This design comes from an exercise in tuning for a short achievable clock period and few clock cycles on the open sky130 flow, not from production work.
The RTL was checked by simulation tests, not by an equivalence proof against the original design.
Power is estimated from default activity; no workload was simulated.

==> flow/design.v <==
`timescale 1ns / 1ps
module ADC32(input [31:0]A,input [31:0]B,input C0,output [32:0]S
    );
	assign B0=C0^1'b0;
	assign S={1'b0,A}+{B0,B}+C0;
endmodule
`timescale 1ns / 1ps
module SignalExt_32(input S,output [31:0]So
    );
assign So={32{S}};
endmodule
`timescale 1ns / 1ps
module Ext_32(input [15:0] imm_16,output[31:0] Imm_32);
    assign Imm_32={{16{imm_16[15]}},imm_16};
endmodule
`timescale 1ns / 1ps
module and32(input [31:0]A,input [31:0]B,output [31:0]res
    );
   assign res=A&B;
endmodule
`timescale 1ns / 1ps
module or32(input [31:0]A,input [31:0]B,output [31:0]res
    );
   assign res=A|B;
endmodule
`timescale 1ns / 1ps
module xor32(input [31:0]A,input [31:0]B,output [31:0]res
    );
   assign res=A^B;
endmodule
`timescale 1ns / 1ps
module srl32(input [31:0]A,input [31:0]B,output [31:0]res
    );
assign res=B>>A;
endmodule
`timescale 1ns / 1ps
module or_bit_32(
input[31:0] A,
output o
    );
assign o=~(|A[31:0]);
endmodule
`timescale 1ns / 1ps
module mux2to1_32(input  sel,input  [31:0]a, input  [31:0]b, output reg [31:0]o);
    always @(*) begin
       case (sel)
		    1'b0 : begin o <= a; end
			 1'b1 : begin o <= b; end
       endcase
    end
endmodule
`timescale 1ns / 1ps
module mux4to1_32(input  [1:0]sel,input  [31:0]a, input  [31:0]b,input  [31:0]c, input  [31:0]d, output reg [31:0]o);
always @(*) begin
       case (sel)
		    2'b00 : begin o = a; end
			 2'b01 : begin o = b; end
			 2'b10 : begin o = c; end
			 2'b11 : begin o = d; end
       endcase
    end
endmodule
`timescale 1ns / 1ps
module mux8to1_32(input  [2:0]sel,input  [31:0] x0, input  [31:0]x1,input  [31:0]x2 ,input  [31:0]x3, 
input  [31:0]x4 ,input  [31:0]x5,input  [31:0]x6,input  [31:0]x7,output reg [31:0]o);
    always @(*) begin
       case (sel[2:0])
		    3'b000 : begin o <= x0; end
			 3'b001 : begin o <= x1; end
			 3'b010 : begin o <= x2; end
			 3'b011 : begin o <= x3; end
			 3'b100 : begin o <= x4; end
			 3'b101 : begin o <= x5; end
			 3'b110 : begin o <= x6; end
			 3'b111 : begin o <= x7; end
       endcase
    end
endmodule
`timescale 1ns / 1ps
module ALU(
	input [2:0]ALU_operation, 
	input [31:0]A, 
	input [31:0]B,
	output [31:0]res,
	output zero,
	output overflow
    );
wire [31:0]X[7:0];
wire [32:0]S;
wire [31:0]So;
wire [31:0]B0;
assign X[0]=S[31:0];
assign X[1]=S[31:0];
assign X[6]={B[15:0],16'h0000};
assign X[7]={31'h00000000,S[31]};
assign X[4]=32'h00000000;  
and32 U1(.A(A[31:0]),
         .B(B[31:0]),
			.res(X[2]));
or32 U2(.A(A[31:0]),
        .B(B[31:0]),
		  .res(X[3]));
ADC32 U3(.C0(ALU_operation[0]),
         .A(A[31:0]),
         .B(B0[31:0]),
		   .S(S[32:0]));
srl32 U6(.A(A[31:0]),
         .B(B[31:0]),
		   .res(X[5]));
xor32 U7(.A(So[31:0]),
         .B(B[31:0]),
		   .res(B0[31:0]));
SignalExt_32 U8(.S(ALU_operation[0]),
             .So(So[31:0]));
mux8to1_32 U9(.sel(ALU_operation[2:0]),
           .x0(X[0]),
           .x1(X[1]),
           .x2(X[2]),
           .x3(X[3]),
           .x4(X[4]),
           .x5(X[5]),
           .x6(X[6]),
           .x7(X[7]),
			  .o(res[31:0]));
or_bit_32 U10(.A(res[31:0]),
              .o(zero));
endmodule
`timescale 1ns / 1ps
module REG32(input clk,input rst,input CE,input [31:0]D,output [31:0]Q
    );
reg [31:0]REG;
assign Q = REG;
always @(posedge clk or posedge rst) 
	 begin if(rst==1) REG<=0;
	       else if(CE==1) REG<=D;
	 end
endmodule
`timescale 1ns / 1ps
module Regs(input clk,rst,L_S,
                     input [4:0] R_addr_A,R_addr_B,Wt_addr,
							input [31:0] Wt_data,
							input [4:0] test_addr,
							output [31:0] test_data,
							output [31:0] rdata_A,rdata_B
    );
	 reg [31:0]register[1:31];
	 integer i;
	 assign rdata_A=(R_addr_A==0)?0:register[R_addr_A];
	 assign rdata_B=(R_addr_B==0)?0:register[R_addr_B];
	 assign test_data = (test_addr==0)?0:register[test_addr];
	 always @(posedge clk or posedge rst)
	 begin if(rst==1) for(i=1;i<32;i=i+1) register[i]<=0;
	       else if((Wt_addr!=0)&&(L_S==1)) register[Wt_addr]<=Wt_data;
	 end
endmodule
`timescale 1ns / 1ps
module control(input wire clk,
					input wire reset,
					input wire [5:0]opcode,
					input wire [5:0]func,
					output reg signOrZero,
					output reg regJal,
					output reg ALUSrc1,
					output reg RegWrite,
					output reg ALUSrc2,
					output reg MemWrite,
					output reg [2:0]ALUControl,
					output reg Mem2Reg,
					output reg MemRead,
					output reg BranchEq,
					output reg BranchNeq,
					output reg [1:0]PCSrc,  
					output reg RegDst
    );
always @ * begin
	if(reset==1) begin {signOrZero,regJal,ALUSrc1,ALUControl,RegWrite,ALUSrc2,MemWrite,Mem2Reg,MemRead,BranchEq,BranchNeq,PCSrc,RegDst} <= 16'h0000; end
	else begin
	{signOrZero,regJal,ALUSrc1,ALUControl,RegWrite,ALUSrc2,MemWrite,Mem2Reg,MemRead,BranchEq,BranchNeq,PCSrc,RegDst} <= 16'h0000;  
	case (opcode[5:0])
		6'h00:begin
			case(func[5:0])
				6'b100000: {signOrZero,regJal,ALUSrc1,ALUControl,RegWrite,ALUSrc2,MemWrite,Mem2Reg,MemRead,BranchEq,BranchNeq,PCSrc,RegDst} <= 16'b0000001000000001; 
				6'b100010: {signOrZero,regJal,ALUSrc1,ALUControl,RegWrite,ALUSrc2,MemWrite,Mem2Reg,MemRead,BranchEq,BranchNeq,PCSrc,RegDst} <= 16'b0000011000000001; 
				6'b100100: {signOrZero,regJal,ALUSrc1,ALUControl,RegWrite,ALUSrc2,MemWrite,Mem2Reg,MemRead,BranchEq,BranchNeq,PCSrc,RegDst} <= 16'b0000101000000001; 
				6'b100101: {signOrZero,regJal,ALUSrc1,ALUControl,RegWrite,ALUSrc2,MemWrite,Mem2Reg,MemRead,BranchEq,BranchNeq,PCSrc,RegDst} <= 16'b0000111000000001; 
				6'b101010: {signOrZero,regJal,ALUSrc1,ALUControl,RegWrite,ALUSrc2,MemWrite,Mem2Reg,MemRead,BranchEq,BranchNeq,PCSrc,RegDst} <= 16'b0001111000000001; 
				6'b000010: {signOrZero,regJal,ALUSrc1,ALUControl,RegWrite,ALUSrc2,MemWrite,Mem2Reg,MemRead,BranchEq,BranchNeq,PCSrc,RegDst} <= 16'b0011011000000001; 
				6'b001000: {signOrZero,regJal,ALUSrc1,ALUControl,RegWrite,ALUSrc2,MemWrite,Mem2Reg,MemRead,BranchEq,BranchNeq,PCSrc,RegDst} <= 16'b0000000000000110; 
			endcase
			end
		6'h08: {signOrZero,regJal,ALUSrc1,ALUControl,RegWrite,ALUSrc2,MemWrite,Mem2Reg,MemRead,BranchEq,BranchNeq,PCSrc,RegDst} <= 16'b0000001100000000;  
		6'h0c: {signOrZero,regJal,ALUSrc1,ALUControl,RegWrite,ALUSrc2,MemWrite,Mem2Reg,MemRead,BranchEq,BranchNeq,PCSrc,RegDst} <= 16'b1000101100000000;  
		6'h0d: {signOrZero,regJal,ALUSrc1,ALUControl,RegWrite,ALUSrc2,MemWrite,Mem2Reg,MemRead,BranchEq,BranchNeq,PCSrc,RegDst} <= 16'b1000111100000000;  
		6'h23: {signOrZero,regJal,ALUSrc1,ALUControl,RegWrite,ALUSrc2,MemWrite,Mem2Reg,MemRead,BranchEq,BranchNeq,PCSrc,RegDst} <= 16'b0000001101100000;  
		6'h0f: {signOrZero,regJal,ALUSrc1,ALUControl,RegWrite,ALUSrc2,MemWrite,Mem2Reg,MemRead,BranchEq,BranchNeq,PCSrc,RegDst} <= 16'b0001101100000000;  
		6'h2b: {signOrZero,regJal,ALUSrc1,ALUControl,RegWrite,ALUSrc2,MemWrite,Mem2Reg,MemRead,BranchEq,BranchNeq,PCSrc,RegDst} <= 16'b0000000110000000;  
		6'h0a: {signOrZero,regJal,ALUSrc1,ALUControl,RegWrite,ALUSrc2,MemWrite,Mem2Reg,MemRead,BranchEq,BranchNeq,PCSrc,RegDst} <= 16'b0001111100000000;  
		6'h04: {signOrZero,regJal,ALUSrc1,ALUControl,RegWrite,ALUSrc2,MemWrite,Mem2Reg,MemRead,BranchEq,BranchNeq,PCSrc,RegDst} <= 16'b0000010000010000;  
		6'h05: {signOrZero,regJal,ALUSrc1,ALUControl,RegWrite,ALUSrc2,MemWrite,Mem2Reg,MemRead,BranchEq,BranchNeq,PCSrc,RegDst} <= 16'b0000010000001000;  
		6'h02: {signOrZero,regJal,ALUSrc1,ALUControl,RegWrite,ALUSrc2,MemWrite,Mem2Reg,MemRead,BranchEq,BranchNeq,PCSrc,RegDst} <= 16'b0000000000000100;  
		6'h03: {signOrZero,regJal,ALUSrc1,ALUControl,RegWrite,ALUSrc2,MemWrite,Mem2Reg,MemRead,BranchEq,BranchNeq,PCSrc,RegDst} <= 16'b0100001000000100;  
	endcase
	end
end
endmodule
`timescale 1ns / 1ps
module Datapath(input wire cpu_clk,
					 input wire reset,
					 input wire signOrZero,
					 input wire regJal,
					 input wire ALUSrc1,
					 input wire RegWrite,
					 input wire ALUSrc2,
					 input wire MemWrite,
					 input wire [2:0]ALUControl,
					 input wire Mem2Reg,
					 input wire MemRead,
					 input wire BranchEq,
					 input wire BranchNeq,
					 input wire [1:0]PCSrc,
					 input wire RegDst,
					 input wire [31:0]mem_data_out,
					 input wire [31:0]inst_in,
					 input wire [4:0]reg_num,  
					 output [31:0]reg_data,    
					 output [31:0]mem_addr,
					 output [31:0]mem_data_in,
					 output [31:0]PC_Current,
					 output overflow,
					 output zero,
					 output [31:0]inst
    );
wire [31:0]immediate_sign_ext;	
wire [31:0]A;
wire [31:0]B;
wire [31:0]res;
wire [31:0]zeroExtImmediate;
wire [31:0]immediate_ext;
assign zeroExtImmediate = {16'h0000,inst[15:0]};
wire [31:0]pc_next;
wire [31:0]pc_plus4;
wire [31:0]pc_jump;
wire [31:0]pc_jr;
wire [31:0]pc_no_branch;
wire [31:0]pc_branch;
wire [27:0]pc_jump_tmp;
wire Branch;
assign pc_jump_tmp = {inst[25:0],2'b00};
assign pc_plus4 = PC_Current[31:0]+4;
assign pc_jump = {pc_plus4[31:28],pc_jump_tmp};
assign pc_jr = A[31:0]; 
assign pc_branch = (immediate_sign_ext<<2)+pc_plus4;
assign Branch = (BranchEq&zero)|(BranchNeq&~zero);
wire [4:0]rs;
wire [4:0]rt;
wire [4:0]rd;
wire [31:0]reg_data1;
wire [31:0]reg_data2;
wire [31:0]Wt_data;
wire [31:0]Wt_data_jal;
wire [4:0]rd_jal;
assign rs = inst[25:21];
assign rt = inst[20:16];
assign mem_addr = res[31:0];
assign mem_data_in = reg_data2[31:0]; 
REG32 PC(.clk(cpu_clk),
			.rst(reset),
			.CE(1'b1),
			.D(pc_next),
			.Q(PC_Current));
Regs U1(.clk(cpu_clk),
		  .rst(reset),
		  .L_S(RegWrite),
		  .R_addr_A(rs[4:0]),
		  .R_addr_B(rt[4:0]),
		  .Wt_addr(rd_jal[4:0]),
		  .Wt_data(Wt_data_jal[31:0]),
		  .test_addr(reg_num[4:0]),
		  .test_data(reg_data[31:0]),
		  .rdata_A(reg_data1[31:0]),
		  .rdata_B(reg_data2[31:0]));
ALU U2(.ALU_operation(ALUControl[2:0]),
		 .A(A[31:0]),
		 .B(B[31:0]),
		 .res(res[31:0]),
		 .zero(zero),
		 .overflow(overflow));
mux4to1_32 U3(.sel(PCSrc[1:0]),
				  .a(pc_plus4[31:0]),
				  .b(pc_plus4[31:0]),
				  .c(pc_jump[31:0]),
				  .d(pc_jr[31:0]),
				  .o(pc_no_branch[31:0])
					);
mux2to1_32 U4(.sel(Branch),
				  .a(pc_no_branch[31:0]),
				  .b(pc_branch[31:0]),
				  .o(pc_next[31:0]));
mux2to1_32 U6(.sel(regJal),
				  .a(Wt_data[31:0]),
				  .b(pc_plus4[31:0]),
				  .o(Wt_data_jal[31:0]));
mux2to1_32 U7(.sel(signOrZero),
				  .a(immediate_sign_ext[31:0]),
				  .b(zeroExtImmediate[31:0]),
				  .o(immediate_ext));
Ext_32 U5(.imm_16(inst[15:0]),
			 .Imm_32(immediate_sign_ext[31:0]));
mux2to1_32 RD_IN(.sel(RegDst),
					  .a(inst[20:16]),
					  .b(inst[15:11]),
					  .o(rd[4:0]));
mux2to1_32 WriteData(.sel(regJal),
							.a(rd[4:0]),
							.b(5'b11111),
							.o(rd_jal[4:0]));
mux2to1_32 ALUS1(.sel(ALUSrc1),
					  .a(reg_data1[31:0]),
					  .b({27'h0000000,inst[10:6]}),
					  .o(A[31:0]));
mux2to1_32 ALUS2(.sel(ALUSrc2),
					  .a(reg_data2[31:0]),
					  .b(immediate_ext[31:0]),
					  .o(B[31:0]));
mux2to1_32 Reg_Write(.sel(Mem2Reg),
							.a(res[31:0]),
							.b(mem_data_out[31:0]),
							.o(Wt_data[31:0]));
assign inst = inst_in;
endmodule
`timescale 1ns / 1ps
module singal_cpu(input wire clk_cpu,
						input wire reset,
						input wire [4:0] reg_num,		 
						input wire [31:0] inst_in,		 
						input wire [31:0] mem_data_out,	 
						output [31:0] pc_out,			 
						output [31:0] register,			 
						output mem_w,					 
						output [31:0] Addr_out,			 
						output [31:0] Data_out			 
    );
wire signOrZero,regJal,ALUSrc1,RegWrite,ALUSrc2,MemWrite,Mem2Reg,MemRead,BranchEq,BranchNeq,RegDst;
wire [1:0] PCSrc;
wire [2:0] ALUControl;
wire [31:0]mem_data_in;
wire [31:0]mem_addr; 
wire [31:0]inst_out;
wire overflow, zero;
control U1(.clk(clk_cpu),
			  .reset(reset),
			  .opcode(inst_out[31:26]),
			  .func(inst_out[5:0]),
			  .signOrZero(signOrZero),
			  .regJal(regJal),
			  .ALUSrc1(ALUSrc1),
			  .RegWrite(RegWrite),
			  .ALUSrc2(ALUSrc2),
			  .MemWrite(MemWrite),
			  .ALUControl(ALUControl[2:0]),
			  .Mem2Reg(Mem2Reg),
			  .MemRead(MemRead),
			  .BranchEq(BranchEq),
			  .BranchNeq(BranchNeq),
			  .PCSrc(PCSrc[1:0]),
			  .RegDst(RegDst));
Datapath Datapath(.cpu_clk(clk_cpu),
			.reset(reset),
			.signOrZero(signOrZero),
			.regJal(regJal),
			.ALUSrc1(ALUSrc1),
			.RegWrite(RegWrite),
			.ALUSrc2(ALUSrc2),
			.MemWrite(MemWrite),
			.ALUControl(ALUControl[2:0]),
			.Mem2Reg(Mem2Reg),
			.MemRead(MemRead),
			.BranchEq(BranchEq),
			.BranchNeq(BranchNeq),
			.PCSrc(PCSrc[1:0]),
			.RegDst(RegDst),
			.reg_num(reg_num[4:0]), 
			.reg_data(register[31:0]), 
			.mem_data_out(mem_data_out[31:0]),
			.inst_in(inst_in[31:0]),
			.mem_addr(mem_addr[31:0]),
			.mem_data_in(mem_data_in[31:0]),
			.PC_Current(pc_out[31:0]),
			.overflow(overflow),
			.zero(zero),
			.inst(inst_out[31:0])
			);
assign mem_w = MemWrite;
assign Addr_out = mem_addr;
assign Data_out = mem_data_in;
endmodule
==> flow/run.sh <==
#!/bin/bash
# synth_recipe.tcl (not shown) runs the flow's synth.tcl, then flattens the netlist and writes it again
# the make line also repeats each setting of config.mk as NAME=value (left out here)
make -C /OpenROAD-flow-scripts/flow DESIGN_CONFIG=/design/flow/config.mk WORK_HOME=/design/flow/orfs CLKGATE_MAP_FILE= SYNTH_SCRIPT=/design/flow/synth_recipe.tcl finish
==> flow/config.mk <==
export PLATFORM = sky130hd
export DESIGN_NAME = singal_cpu
export DESIGN_NICKNAME = singal_cpu
export VERILOG_FILES = /design/flow/design.v
export SDC_FILE = /design/flow/constraint.sdc
export NUM_CORES = 8
export LEC_CHECK = 0
export ABC_CLOCK_PERIOD_IN_PS = 4000
export CAP_MARGIN = 30
export CORE_MARGIN = 2
export CORE_UTILIZATION = 35
export PLACE_DENSITY = 0.45
export SETUP_SLACK_MARGIN = 1.0
export SLEW_MARGIN = 20
==> flow/constraint.sdc <==
create_clock -name core_clock -period 14.0 [get_ports {clk_cpu}]
set_input_delay 2.8000 -clock core_clock [delete_from_list [all_inputs] [get_ports {clk_cpu}]]
set_output_delay 2.8000 -clock core_clock [all_outputs]
set_load 0.01 [all_outputs]
==> results of run 1 <==
cells by family after synthesis:
family                     Yosys count  synth area share
xor gates and xnor gates           104            0.0139
adders and majority gates           72            0.0136
AOI/OAI and AO/OA                 2841             0.287
muxes                              143            0.0229
DFF                               1024             0.390
buffers and inverters              836            0.0498
and+or+nand+nor                   2980             0.223
metrics by stage:
step / hold WS, ps / util / setup slack, ps / setup TNS (ps) / area [um2]
after floorplan: 471 / - / -6710 / -9185440 / 65600
after global placement: 495 / 0.387 / 673 / 0 / 72000
after detailed placement: 516 / 0.390 / 630 / 0 / 72500
after CTS: 532 / 0.413 / 1060 / 0 / 76800
after global routing: 567 / 0.416 / 1020 / 0 / 77200
final: 538 / 0.417 / 1050 / 0 / 77400
report_power, final:
group	leakage (nW)	internal (mW)	total [mW]	switching (mW)
Clock	2.08	2.05	3.54	1.49
Sequential	14.2	2.99	3.04	0.0512
Combinational	17.5	0.326	1.24	0.911
Total	33.9	5.37	7.82	2.45
layout make-up:
type,count,share of cell area
Antenna cell,87,0.00281
Clock buffer,167,0.0447
Clock inverter,55,0.0108
Inverter,61,0.00302
Multi-Input combinational cell,6141,0.491
Sequential cell,1024,0.331
Tap cell,2480,0.0401
Timing Repair Buffer,644,0.0764
worst min-delay path by stage:
| stage | depth (start not counted) | to | slack [ps] |
|---|---|---|---|
| finish | 2 | Datapath.U1.register[4][2] | 540 |
| global route | 2 | Datapath.U1.register[17][6] | 570 |
| CTS | 2 | Datapath.U1.register[25][27] | 530 |
| detailed placement | 2 | Datapath.U1.register[4][2] | 520 |
| global placement | 2 | Datapath.U1.register[4][10] | 490 |
| floorplan | 2 | Datapath.U1.register[28][4] | 470 |
metal layers:
metal  GRT usage  up-vias  routed length, um
met5      0.0212        -                871
li1            -    30149                  -
met1       0.631    39344             187000
met4       0.444       44              54600
met3       0.270     2968              81600
met2       0.724     8613             208000
sequential cells by signal (all words and copies together), names as in the netlist:
signal / cells
Datapath.PC.REG: 32
Datapath.U1.register: 992
layout by cell type, fill, tap and decap left out, drive strengths merged, types with 37 or more instances in the layout:
cell / n
a22o: 194
clkbuf: 171
nor2: 369
buf: 452
xnor2: 69
a2111oi: 153
a211oi: 50
inv: 62
nor4: 55
diode: 87
ha: 60
nand3: 173
nand2: 1239
clkdlybuf4s50: 188
a21oi: 381
o21ai: 1054
and3: 598
dfrtp: 1024
mux2i: 108
a221oi: 219
nor3: 111
a222oi: 37
a22oi: 481
nand4: 187
timing repair:
| item | 4_1_cts | 5_1_grt |
|---|---|---|
| gates cloned | 0 | 1 |
| pin swaps | 0 | 1 |
| resized for setup | 4 | 11 |
| buffers inserted | 0 | 2 |
| setup endpoints to repair | 7 | 6 |
tightest hold or removal path: cells and delay by family (launching register included):
family / cells / cell delay [ps]
compound gates: 1 / 60
flops: 1 / 380
simple gates: 1 / 60
==> qor.yml, run 1 <==
status:
  outcome: "finished clean"
timing:
  finalSetupViolations: 0
  rsz0062_at_grt: "no"
  finalClockSkew_ps: 28.7
  min_period_over_period: 0.925
  worstMarginPinSlew_ps: 1230
  timing_hold_violations_final: 0
  fmax_mhz: 77.2
  slew_headroom: 0.177
  maxSlewViolCount: 0
  finalCriticalPeriod_ps: 12950
min_path:
  min_from: "Datapath.U1.register[4][2]"
  hp-class: "flop to flop"
critical_path:
  crit_path_end: "Addr_out[31]"
  cp_max_fo: 50
  cpMostUsedCell: "buf_4"
  critical_path.startpoint: "inst_in[17]"
  crit_required_ps: 11200
  crit_slowest_cell: "and3b_4"
  crit_type: "primary input to output port"
  timing.rr.start: "Datapath.U1.register[4][9]"
  cpPeakStageDelay_ps: 1080
  critPathBufInv: 5
  cp-end-kind: "output port"
  rr_worst_depth: 28
  worstPathArrival_ps: 10150
  cp_num_cells: 25
  path_delay_family: "compound AO/OA/AOI/OAI gates"
  rr_endpoint: "Datapath.PC.REG[15]"
  startpoint_type: "primary input"
  r2r_slack_ps: 5570
pwr:
  power_mw: 7.82
  ir_worst_vdd_mv: 0.101
  power_density_nw_per_um2: 101
  leakagePower_nw: 33.9
synth:
  yosys.area.top_type: "dfrtp_1"
  syn-num-nets: 8133
  synth_area_leaders: "dfrtp_1 39%, o21ai_0 8.0%, nand2_1 7.1%"
  async_reset_ff_frac: 1.00
  synth_most_common_cell: "nand2_1"
  synthCells: 8000
  syn-cell-area_um2: 65600
  syn_area_per_cell_um2: 8.20
  synth_ff_type: "dfrtp_1"
  seq_area_frac_synth: 0.390
  yosys_warnings: 14
  synth-edff-count: 0
  ys_seq_elements: 1024
  synth_top_area_frac: 0.390
  synth.distinct_cells: 102
  synth_common_cells: "1239 x nand2_1, 1046 x o21ai_0, 1024 x dfrtp_1, 660 x clkbuf_1, 598 x and3_1"
detailed_routing:
  routed_wire_length_per_instance_um: 49.9
  ant_nets: 0
  via_count: 81118
  first_pass_iters: 14
  avgViaCountPerCell: 7.61
  drc: 0
  wl_um: 532000
  drt_first_iter_violations: 16100
clock_tree:
  numClockSinks: 1024
  cts.htree.levels: 3
  hold_buffers: 0
  tritoncts: "built"
  cts.clk_slew.worst_paths_ps: 70
  clock_latency_ps: 850
  ctsRootBufferMaster: "clkbuf_16"
  cts_buffer_depth: 3
  numCtsBuffers: 119
final_layout:
  fin_nets: 8124
  layoutNonFillerInstCount: 10659
  regArea_um2: 25600
  fillers: 18737
  drive_gt1_frac: 0.116
  areaGrowthSynthToFinish_pct: 18.0
  multi_input_area_um2: 38100
floorplan:
  die_x_um: 437
  fp.dieArea_um2: 191000
  core_area_um2: 186000
  ios: 200
  initial_utilization: 0.353
  rows: 158
  die_y_um: 437
place:
  post-dp-hpwl_um: 357000
  dp.cells: 10332
  port_buffers: 199
  finalWeightedCongestion: 1.11
global_route:
  grt_pass1_vias: 72867
  grt_max_degree: 129
  grt_first_pass_wirelength_um: 697000
  antenna_found_initial: 68
  track_usage: 0.538
  grt-ovfl-total: 0
flow_run:
  drv_cap: 0
Testbench counts, summed over its fixed seeds: cycles 170,680.
==> inputs of run 2 (changes only) <==
--- a/flow/design.v
+++ b/flow/design.v
@@ -330,67 +330,245 @@
 endmodule
 `timescale 1ns / 1ps
 module singal_cpu(input wire clk_cpu,
-						input wire reset,
-						input wire [4:0] reg_num,		 
-						input wire [31:0] inst_in,		 
-						input wire [31:0] mem_data_out,	 
-						output [31:0] pc_out,			 
-						output [31:0] register,			 
-						output mem_w,					 
-						output [31:0] Addr_out,			 
-						output [31:0] Data_out			 
+                  input wire reset,
+                  input wire [4:0] reg_num,
+                  input wire [31:0] inst_in,
+                  input wire [31:0] mem_data_out,
+                  output [31:0] pc_out,
+                  output [31:0] register,
+                  output mem_w,
+                  output [31:0] Addr_out,
+                  output [31:0] Data_out
     );
-wire signOrZero,regJal,ALUSrc1,RegWrite,ALUSrc2,MemWrite,Mem2Reg,MemRead,BranchEq,BranchNeq,RegDst;
-wire [1:0] PCSrc;
-wire [2:0] ALUControl;
-wire [31:0]mem_data_in;
-wire [31:0]mem_addr; 
-wire [31:0]inst_out;
-wire overflow, zero;
-control U1(.clk(clk_cpu),
-			  .reset(reset),
-			  .opcode(inst_out[31:26]),
-			  .func(inst_out[5:0]),
-			  .signOrZero(signOrZero),
-			  .regJal(regJal),
-			  .ALUSrc1(ALUSrc1),
-			  .RegWrite(RegWrite),
-			  .ALUSrc2(ALUSrc2),
-			  .MemWrite(MemWrite),
-			  .ALUControl(ALUControl[2:0]),
-			  .Mem2Reg(Mem2Reg),
-			  .MemRead(MemRead),
-			  .BranchEq(BranchEq),
-			  .BranchNeq(BranchNeq),
-			  .PCSrc(PCSrc[1:0]),
-			  .RegDst(RegDst));
-Datapath Datapath(.cpu_clk(clk_cpu),
-			.reset(reset),
-			.signOrZero(signOrZero),
-			.regJal(regJal),
-			.ALUSrc1(ALUSrc1),
-			.RegWrite(RegWrite),
-			.ALUSrc2(ALUSrc2),
-			.MemWrite(MemWrite),
-			.ALUControl(ALUControl[2:0]),
-			.Mem2Reg(Mem2Reg),
-			.MemRead(MemRead),
-			.BranchEq(BranchEq),
-			.BranchNeq(BranchNeq),
-			.PCSrc(PCSrc[1:0]),
-			.RegDst(RegDst),
-			.reg_num(reg_num[4:0]), 
-			.reg_data(register[31:0]), 
-			.mem_data_out(mem_data_out[31:0]),
-			.inst_in(inst_in[31:0]),
-			.mem_addr(mem_addr[31:0]),
-			.mem_data_in(mem_data_in[31:0]),
-			.PC_Current(pc_out[31:0]),
-			.overflow(overflow),
-			.zero(zero),
-			.inst(inst_out[31:0])
-			);
-assign mem_w = MemWrite;
-assign Addr_out = mem_addr;
-assign Data_out = mem_data_in;
+reg  [9:0]  PC_lo;
+reg  [1:0]  PC_b;
+reg  [19:0] HREG, R_hi, R31h;
+reg  [15:0] KI;
+reg         Hv;                    
+reg         K_red, K_lu, K_j, K_br, K_jr, Kc_inc, Kc_br;
+reg  [31:0] rf [1:31];
+reg  [31:1] rv;                    
+reg         E_kill;                
+reg  [4:0]  E_rd;
+reg         E_load, E_store, E_br, E_jr;
+reg  [31:0] E_ca0, E_ca1, E_ca2, E_ca3, E_cb0, E_cb1, E_cb2, E_cb3;
+reg         E_sa_M, E_sa_W, E_sb_M, E_sb_W, E_s2_M, E_s2_W, E_s2_i, E_sr_M, E_sr_W;
+reg  [3:0]  E_sa_c, E_sb_c, E_s2_c, E_sr_c;
+reg  [31:0] E_imm, E_const, E_pc4, E_jrp;
+reg  [4:0]  E_sh;
+reg         E_sub;
+reg         E_s_sum, E_s_and, E_s_or, E_s_slt, E_s_srl, E_s_const;
+reg         E_bne, E_predT;
+reg  [4:0]  M_rd;
+reg  [31:0] M_res, M_sd, M_addr;
+reg         M_load, M_we;
+reg  [31:0] W_val;
+reg  [4:0]  rn_q;
+reg  [31:0] reg_q;
+assign pc_out   = {HREG, PC_lo, PC_b};
+assign Addr_out = M_addr;
+assign Data_out = M_sd;
+assign mem_w    = M_we;
+assign register = reg_q;
+wire [5:0]  op = inst_in[31:26];
+wire [5:0]  fn = inst_in[5:0];
+wire [4:0]  rs = inst_in[25:21];
+wire [4:0]  rt = inst_in[20:16];
+wire [4:0]  rd = inst_in[15:11];
+wire [15:0] imm = inst_in[15:0];
+wire isR    = (op == 6'h00);
+wire d_add  = isR & (fn == 6'h20);
+wire d_sub  = isR & (fn == 6'h22);
+wire d_and  = isR & (fn == 6'h24);
+wire d_or   = isR & (fn == 6'h25);
+wire d_slt  = isR & (fn == 6'h2a);
+wire d_srl  = isR & (fn == 6'h02);
+wire d_jr   = isR & (fn == 6'h08);
+wire d_j    = (op == 6'h02);
+wire d_jal  = (op == 6'h03);
+wire d_beq  = (op == 6'h04);
+wire d_bne  = (op == 6'h05);
+wire d_addi = (op == 6'h08);
+wire d_slti = (op == 6'h0a);
+wire d_andi = (op == 6'h0c);
+wire d_ori  = (op == 6'h0d);
+wire d_lui  = (op == 6'h0f);
+wire d_lw   = (op == 6'h23);
+wire d_sw   = (op == 6'h2b);
+wire d_rtype = d_add | d_sub | d_and | d_or | d_slt | d_srl;
+wire d_itype = d_addi | d_slti | d_andi | d_ori | d_lui | d_lw;
+wire [4:0] d_rd = d_rtype ? rd : d_itype ? rt : d_jal ? 5'd31 : 5'd0;
+wire use_rs = ~(d_lui | d_j | d_jal | d_srl);
+wire use_rt = isR | d_beq | d_bne | d_sw;
+wire imm_nz = |imm;
+wire d_br   = (d_beq | d_bne) & imm_nz;    
+wire rs_eq_rt = (rs == rt);
+wire d_predT = op[0] ? ~rs_eq_rt : (rs_eq_rt | imm[15]);    
+wire d_bcc   = (op[5:1] == 5'b00010);
+wire d_useimm = d_addi | d_slti | d_andi | d_ori | d_lw | d_sw;
+wire d_subx   = d_sub | d_slt | d_slti;         
+wire [31:0] d_imm = (d_andi | d_ori) ? {16'h0000, imm} : {{16{imm[15]}}, imm};
+wire [31:0] rfz [0:31];
+assign rfz[0] = 32'd0;
+genvar gi;
+generate for (gi = 1; gi < 32; gi = gi + 1) begin : rfz_g
+    assign rfz[gi] = rf[gi];
+end endgenerate
+wire [31:0] rvz = {rv, 1'b0};       
+wire [19:0] h_inc = HREG + {19'd0, Kc_inc};
+wire [19:0] h_br  = HREG + {{14{KI[5]}}, KI[5:0]} + {19'd0, Kc_br};
+wire [19:0] hi    = ~Hv  ? 20'd0 :
+                    K_red ? R_hi :
+                    K_lu  ? HREG :
+                    K_j   ? {h_inc[19:16], KI} :
+                    K_br  ? h_br :
+                    K_jr  ? R31h : h_inc;          
+wire        c_inc = &PC_lo;
+wire [9:0]  lo_inc = PC_lo + 10'd1;
+wire [10:0] lo_br  = {1'b0, PC_lo} + {1'b0, imm[9:0]} + 11'd1;
+wire [19:0] hi4   = hi + {19'd0, c_inc};
+wire [31:0] PC4   = {hi4, lo_inc, PC_b};
+wire [4:0]  E_rdv = E_kill ? 5'd0 : E_rd;
+wire [31:0] A = ({32{E_sa_M}} & M_res) | ({32{E_sa_W}} & W_val) |
+                ({32{E_sa_c[0]}} & E_ca0) | ({32{E_sa_c[1]}} & E_ca1) |
+                ({32{E_sa_c[2]}} & E_ca2) | ({32{E_sa_c[3]}} & E_ca3);
+wire [31:0] B = ({32{E_sb_M}} & M_res) | ({32{E_sb_W}} & W_val) |
+                ({32{E_sb_c[0]}} & E_cb0) | ({32{E_sb_c[1]}} & E_cb1) |
+                ({32{E_sb_c[2]}} & E_cb2) | ({32{E_sb_c[3]}} & E_cb3);
+wire [31:0] Bs = ({32{E_sr_M}} & M_res) | ({32{E_sr_W}} & W_val) |
+                 ({32{E_sr_c[0]}} & E_cb0) | ({32{E_sr_c[1]}} & E_cb1) |
+                 ({32{E_sr_c[2]}} & E_cb2) | ({32{E_sr_c[3]}} & E_cb3);
+wire [31:0] B2 = ({32{E_s2_M}} & M_res) | ({32{E_s2_W}} & W_val) |
+                 ({32{E_s2_c[0]}} & E_cb0) | ({32{E_s2_c[1]}} & E_cb1) |
+                 ({32{E_s2_c[2]}} & E_cb2) | ({32{E_s2_c[3]}} & E_cb3) |
+                 ({32{E_s2_i}} & E_imm);
+wire [31:0] B2x = B2 ^ {32{E_sub}};
+wire [32:0] sum33 = {A, 1'b1} + {B2x, E_sub};
+wire [31:0] sum = sum33[32:1];
+wire [31:0] ex_oth = ({32{E_s_and}}   & (A & B2)) |
+                     ({32{E_s_or}}    & (A | B2)) |
+                     ({32{E_s_slt}}   & {31'd0, sum[31]}) |
+                     ({32{E_s_srl}}   & (Bs >> E_sh)) |
+                     ({32{E_s_const}} & E_const);
+wire [31:0] ex_res = E_s_sum ? sum : ex_oth;
+wire eq     = (A == B);
+wire taken  = E_bne ? ~eq : eq;
+wire mis_br = E_br & (taken != E_predT);
+wire mis_jr = E_jr & (A != E_jrp);
+wire redirect = ~E_kill & (mis_br | mis_jr);
+wire [31:0] E_tgt = E_pc4 + {E_imm[29:0], 2'b00};
+wire [31:0] redirect_pc = E_jr ? A : E_predT ? E_pc4 : E_tgt;
+wire [31:0] r31 = (E_rdv == 5'd31) ? E_const :
+                  (M_rd == 5'd31) ? M_res : (rf[31] & {32{rv[31]}});
+wire fa_M = (rs == E_rdv) & (E_rdv != 5'd0);
+wire fb_M = (rt == E_rdv) & (E_rdv != 5'd0);
+wire fa_W = (rs == M_rd) & (M_rd != 5'd0) & ~fa_M;
+wire fb_W = (rt == M_rd) & (M_rd != 5'd0) & ~fb_M;
+wire fa_R = ~fa_M & ~fa_W & rvz[rs];
+wire fb_R = ~fb_M & ~fb_W & rvz[rt];
+wire [3:0] ca_hot = 4'b0001 << rs[4:3];
+wire [3:0] cb_hot = 4'b0001 << rt[4:3];
+wire lu   = E_load & ~E_kill & (((rs == E_rd) & use_rs) | ((rt == E_rd) & use_rt));    
+wire [31:0] wval = M_load ? mem_data_out : M_res;
+reg  [9:0]  n_lo;
+reg  [1:0]  n_b;
+always @* begin
+    n_b  = PC_b;
+    if (lu) begin
+        n_lo = PC_lo;
+    end else if (d_j | d_jal) begin
+        n_lo = inst_in[9:0]; n_b = 2'd0;
+    end else if (d_bcc & d_predT) begin
+        n_lo = lo_br[9:0];
+    end else if (d_jr) begin
+        n_lo = r31[11:2]; n_b = r31[1:0];
+    end else begin
+        n_lo = lo_inc;
+    end
+end
+integer i;
+always @(posedge clk_cpu or posedge reset) begin
+    if (reset) begin
+        PC_lo <= 10'd0; PC_b <= 2'd0; Hv <= 1'b0;
+        E_kill <= 1'b1;
+        M_rd <= 5'd0; M_load <= 1'b0; M_we <= 1'b0;
+        rv <= 31'd0;
+    end else begin
+        M_rd   <= E_rdv;
+        M_load <= E_load & ~E_kill;
+        M_we   <= E_store & ~E_kill;
+        for (i = 1; i < 32; i = i + 1)
+            if (M_rd == i) rv[i] <= 1'b1;
+        E_kill <= redirect | lu;
+        Hv     <= 1'b1;
+        if (redirect) begin
+            PC_lo <= redirect_pc[11:2]; PC_b <= redirect_pc[1:0];
+        end else begin
+            PC_lo <= n_lo; PC_b <= n_b;
+        end
+    end
+end
+always @(posedge clk_cpu) begin
+    HREG <= hi;
+    K_red <= redirect;
+    K_lu  <= lu;
+    K_j   <= d_j | d_jal;
+    K_br  <= d_bcc & d_predT;
+    K_jr  <= d_jr;
+    Kc_inc <= c_inc;
+    Kc_br  <= lo_br[10];
+    KI    <= inst_in[25:10];
+    R31h  <= r31[31:12];
+    R_hi  <= redirect_pc[31:12];
+    M_res  <= ex_res;
+    M_addr <= sum;
+    M_sd   <= B;
+    W_val  <= wval;
+    rn_q  <= reg_num;
+    reg_q <= rfz[rn_q] & {32{rvz[rn_q]}};
+    E_rd    <= d_rd;
+    E_load  <= d_lw & (rt != 5'd0);
+    E_store <= d_sw;
+    E_br    <= d_br;
+    E_jr    <= d_jr;
+    E_ca0 <= rfz[{2'd0, rs[2:0]}];
+    E_ca1 <= rfz[{2'd1, rs[2:0]}];
+    E_ca2 <= rfz[{2'd2, rs[2:0]}];
+    E_ca3 <= rfz[{2'd3, rs[2:0]}];
+    E_cb0 <= rfz[{2'd0, rt[2:0]}];
+    E_cb1 <= rfz[{2'd1, rt[2:0]}];
+    E_cb2 <= rfz[{2'd2, rt[2:0]}];
+    E_cb3 <= rfz[{2'd3, rt[2:0]}];
+    E_sa_M <= fa_M;
+    E_sa_W <= fa_W;
+    E_sa_c <= {4{fa_R}} & ca_hot;
+    E_sb_M <= fb_M;
+    E_sb_W <= fb_W;
+    E_sb_c <= {4{fb_R}} & cb_hot;
+    E_sr_M <= fb_M & d_srl;
+    E_sr_W <= fb_W & d_srl;
+    E_sr_c <= {4{fb_R & d_srl}} & cb_hot;
+    E_s2_M <= fb_M & ~d_useimm;
+    E_s2_W <= fb_W & ~d_useimm;
+    E_s2_c <= {4{fb_R & ~d_useimm}} & cb_hot;
+    E_s2_i <= d_useimm;
+    E_imm   <= d_imm;
+    E_sub   <= d_subx;
+    E_s_sum <= d_add | d_sub | d_addi | d_lw | d_sw;
+    E_s_and <= d_and | d_andi;
+    E_s_or  <= d_or | d_ori;
+    E_s_slt <= d_slt | d_slti;
+    E_s_srl <= d_srl;
+    E_s_const <= d_lui | d_jal;
+    E_const <= d_jal ? PC4 : {imm, 16'h0000};
+    E_sh    <= inst_in[10:6];
+    E_bne   <= d_bne;
+    E_predT <= d_predT;
+    E_pc4   <= PC4;
+    E_jrp   <= r31;
+end
+always @(posedge clk_cpu) begin
+    for (i = 1; i < 32; i = i + 1)
+        if (M_rd == i) rf[i] <= wval;
+end
 endmodule
==> flow/flow/run.sh (new file) <==
#!/bin/bash
set -o pipefail
bash standard.sh SETUP_SLACK_MARGIN=10 finish > flow_standard.log 2>&1
==> flow/standard.sh (new file) <==
#!/bin/bash
# synth_recipe.tcl (not shown) runs the flow's synth.tcl, then flattens the netlist and writes it again
# the make line also repeats each setting of config.mk as NAME=value (left out here)
make -C /OpenROAD-flow-scripts/flow DESIGN_CONFIG=/design/flow/config.mk WORK_HOME=/design/flow/orfs CLKGATE_MAP_FILE= SYNTH_SCRIPT=/design/flow/synth_recipe.tcl "${@:-finish}"
==> flow/config.mk (replaced) <==
export PLATFORM = sky130hd
export DESIGN_NAME = singal_cpu
export DESIGN_NICKNAME = singal_cpu
export VERILOG_FILES = /design/flow/design.v
export SDC_FILE = /design/flow/constraint.sdc
export NUM_CORES = 8
export LEC_CHECK = 0
export ABC_CLOCK_PERIOD_IN_PS = 1000
export CAP_MARGIN = 30
export CORE_MARGIN = 2
export CORE_UTILIZATION = 45
export PLACE_DENSITY = 0.6
export SETUP_SLACK_MARGIN = 5
export SLEW_MARGIN = 20
removed: flow/run.sh
==> run 2 against run 1 <==
  * Highest routed layer unchanged
  * Cell area is 30% higher
  * Utilization up 13 points
  * Clock skew increased by 39 ps
  * Cell count is 2.0% lower
  * Non-clock buffer count rose by 52
  * Still clean
  * Largest cell class is now sequential cells
  * Global-route usage is 1.9 points lower
  * Sequential share of layout area increased by 11 points
  * Total power up 68%
  * Register-to-register slack better by 4200 ps
  * Largest power group is now sequential cells
  * Routed wire length is 5.2% lower
==> qor.yml, run 2 <==
critical_path:
  crit_type: "flop to flop"
  worstPathArrival_ps: 4960
  cp_max_fo: 35
  startpoint_type: "flop"
  cp-end-kind: "flop"
  crit_required_ps: 14710
  r2r_slack_ps: 9750
timing:
  setup_ws_ps: 9750
  maxSlewViolCount: 0
  slew_headroom: 0.142
  worstMarginPinSlew_ps: 1290
  rsz0062_at_grt: "yes"
  fmax_mhz: 235
  finalClockSkew_ps: 68.2
  finalCriticalPeriod_ps: 4250
  finalSetupViolations: 0
  min_period_over_period: 0.304
  tns_ps: 0
  timing_hold_violations_final: 0
clock_tree:
  hold_buffers: 0
  cts.htree.levels: 4
  tritoncts: "built"
  cts_buffer_depth: 3
  numCtsBuffers: 180
  ctsRootBufferMaster: "clkbuf_16"
  cts.clk_slew.worst_paths_ps: 60
  numClockSinks: 1677
  clock_latency_ps: 910
synth:
  syn-num-nets: 7640
  synth_top_area_frac: 0.360
  yosys.area.top_type: "edfxtp_1"
  syn-cell-area_um2: 82800
  synth_most_common_cell: "edfxtp_1"
  ys_seq_elements: 1677
  synth_area_leaders: "edfxtp_1 36%, dfxtp_1 15%, a22oi_1 6.5%"
  synth.distinct_cells: 90
  seq_area_frac_synth: 0.529
  synthCells: 7472
  synth-edff-count: 992
  synth_ff_type: "edfxtp_1"
  yosys_warnings: 2
  synth_common_cells: "992 x edfxtp_1, 722 x a22oi_1, 633 x dfxtp_1, 609 x nor2_1, 492 x clkbuf_1"
  syn_area_per_cell_um2: 11.1
  async_reset_ff_frac: 0.0310
global_route:
  grt-ovfl-total: 0
  track_usage: 0.518
  grt_max_degree: 65
  grt_pass1_vias: 73815
  antenna_found_initial: 51
  grt_first_pass_wirelength_um: 658000
detailed_routing:
  avgViaCountPerCell: 7.83
  ant_nets: 0
  drc: 0
  first_pass_iters: 13
  routed_wire_length_per_instance_um: 48.2
  drt_first_iter_violations: 19440
  via_count: 81827
  wl_um: 504000
place:
  port_buffers: 199
  dp.cells: 9826
  post-dp-hpwl_um: 313000
  finalWeightedCongestion: 1.07
  dpl_worst_slack_ps: 7390
status:
  outcome: "finished clean"
floorplan:
  core_area_um2: 183000
  initial_utilization: 0.453
  die_y_um: 433
  fp.dieArea_um2: 187000
  ios: 200
  die_x_um: 433
  rows: 157
pwr:
  ir_worst_vdd_mv: 0.101
  leakagePower_nw: 37.6
  power_density_nw_per_um2: 130
  power_mw: 13.1
final_layout:
  final_cell_mix: "992 x edfxtp_1, 707 x a22oi_1, 540 x dfxtp_1, 520 x nor2_1, 366 x nand2_1"
  fin_nets: 7948
  drive_gt1_frac: 0.222
  final_core_util: 0.551
  top_register: "rf"
  final_common_cell: "edfxtp_1"
  largest_reg_flops: 992
  areaGrowthSynthToFinish_pct: 21.6
  fillers: 15427
  layoutNonFillerInstCount: 10449
flow_run:
  drv_cap: 0
min_path:
  hp-class: "flop to flop"
-- run 2: cell families after synthesis --
family                   synth area share
AND/OR/NAND/NOR                    0.0930
buffers and inverters              0.0322
AO/OA/AOI/OAI                       0.212
multiplexers                       0.0948
flip-flops                          0.529
other                           0.0000453
adder cells (fa/ha/maj)            0.0150
XOR/XNOR                           0.0239
-- run 2: layer usage --
layer / share of wire / global-route usage / vias up
met5: 0.0030 / 0.0445 / -
met4: 0.11 / 0.444 / 62
met3: 0.18 / 0.305 / 3142
met2: 0.38 / 0.676 / 9482
met1: 0.32 / 0.592 / 39107
li1: - / - / 30034
-- run 2: power breakdown --
part	total (mW)	leakage (nW)	internal, mW	switching [mW]
clock	5.13	3.02	2.92	2.20
sequential	5.71	15.1	5.43	0.279
combinational	2.29	19.5	0.854	1.44
total	13.1	37.6	9.21	3.92
-- run 2: worst max-delay path, stage by stage (launching register included) --
cell      delay (ps)
dfxtp_4          550
buf_8            470
nand2b_1         520
nor2_4           750
buf_6            670
a22o_1           310
a221oi_1          70
nand3_1          140
nor3_1            70
a21oi_2          490
-- run 2: final cells by class --
class | instances | area [um2] | share of cell area
sequential | 1677 | 44000 | 0.436
multi-input combinational | 5087 | 39000 | 0.387
timing repair buffer | 696 | 7710 | 0.0765
clock buffer | 248 | 5070 | 0.0503
tap | 2464 | 3080 | 0.0306
clock inverter | 92 | 1170 | 0.0116
inverter | 136 | 596 | 0.00591
antenna | 47 | 118 | 0.00117
timing repair inverter | 2 | 13.8 | 0.000137
-- run 2: path summary, 6_finish.rpt --
kind,to,cells past startpoint,startpoint
hold / removal,M_we,1,E_store
max in group asynchronous,PC_lo[6],3,reset
hold reg to reg,M_we,1,E_store
setup reg to reg,reg_q[1],9,rn_q[4]
setup / recovery,reg_q[1],9,rn_q[4]
min in group asynchronous,rv[12],3,reset
-- run 2: per-stage QoR --
stage               hold WS [ps]  cell area, um2
floorplan                    382           85300
global placement             434           88900
detailed placement           431           89400
CTS                          439           99000
global route                 463          101000
finish                       438          101000
-- run 2: what timing repair did --
action                     4_1_cts  5_1_grt
cloned                          21        6
resized for setup             1092      204
pin swaps                       77       75
setup endpoints to repair      538      259
setup buffers                  148       57
Testbench counts of run 2, summed over its fixed seeds: cycles 179,481.

==> separate check: timing with driven ports <==
In the flow no input, the clock included, has a driving cell. The finished layouts below were timed again as built, in two steps.
Step 1 assumes that a clkbuf_16 drives the clock port and a buf_2 every other input.
Step 2 adds t to the input delays and takes it off the output delays; t is the mean of the earliest and latest rising clock arrival at the registers after step 1. Input paths then give back, and output paths get back, about the clock's delay inside the block.
Slacks: ideal ports / drivers / drivers and shift; pairs: ideal ports / drivers.
run	t, ns	setup slack, ns	worst hold slack (ns)
run 1	0.936	1.053 / 0.908 / 0.908	0.538 / 0.538 / 0.538
run 2	0.965	9.751 / 9.557 / 8.593	0.438 / 0.438 / 0.438
After both steps setup and hold are still met in every run listed. For run 2, which loses most, drivers alone change the setup slack by -0.194 ns; drivers and shift together by -1.158 ns.
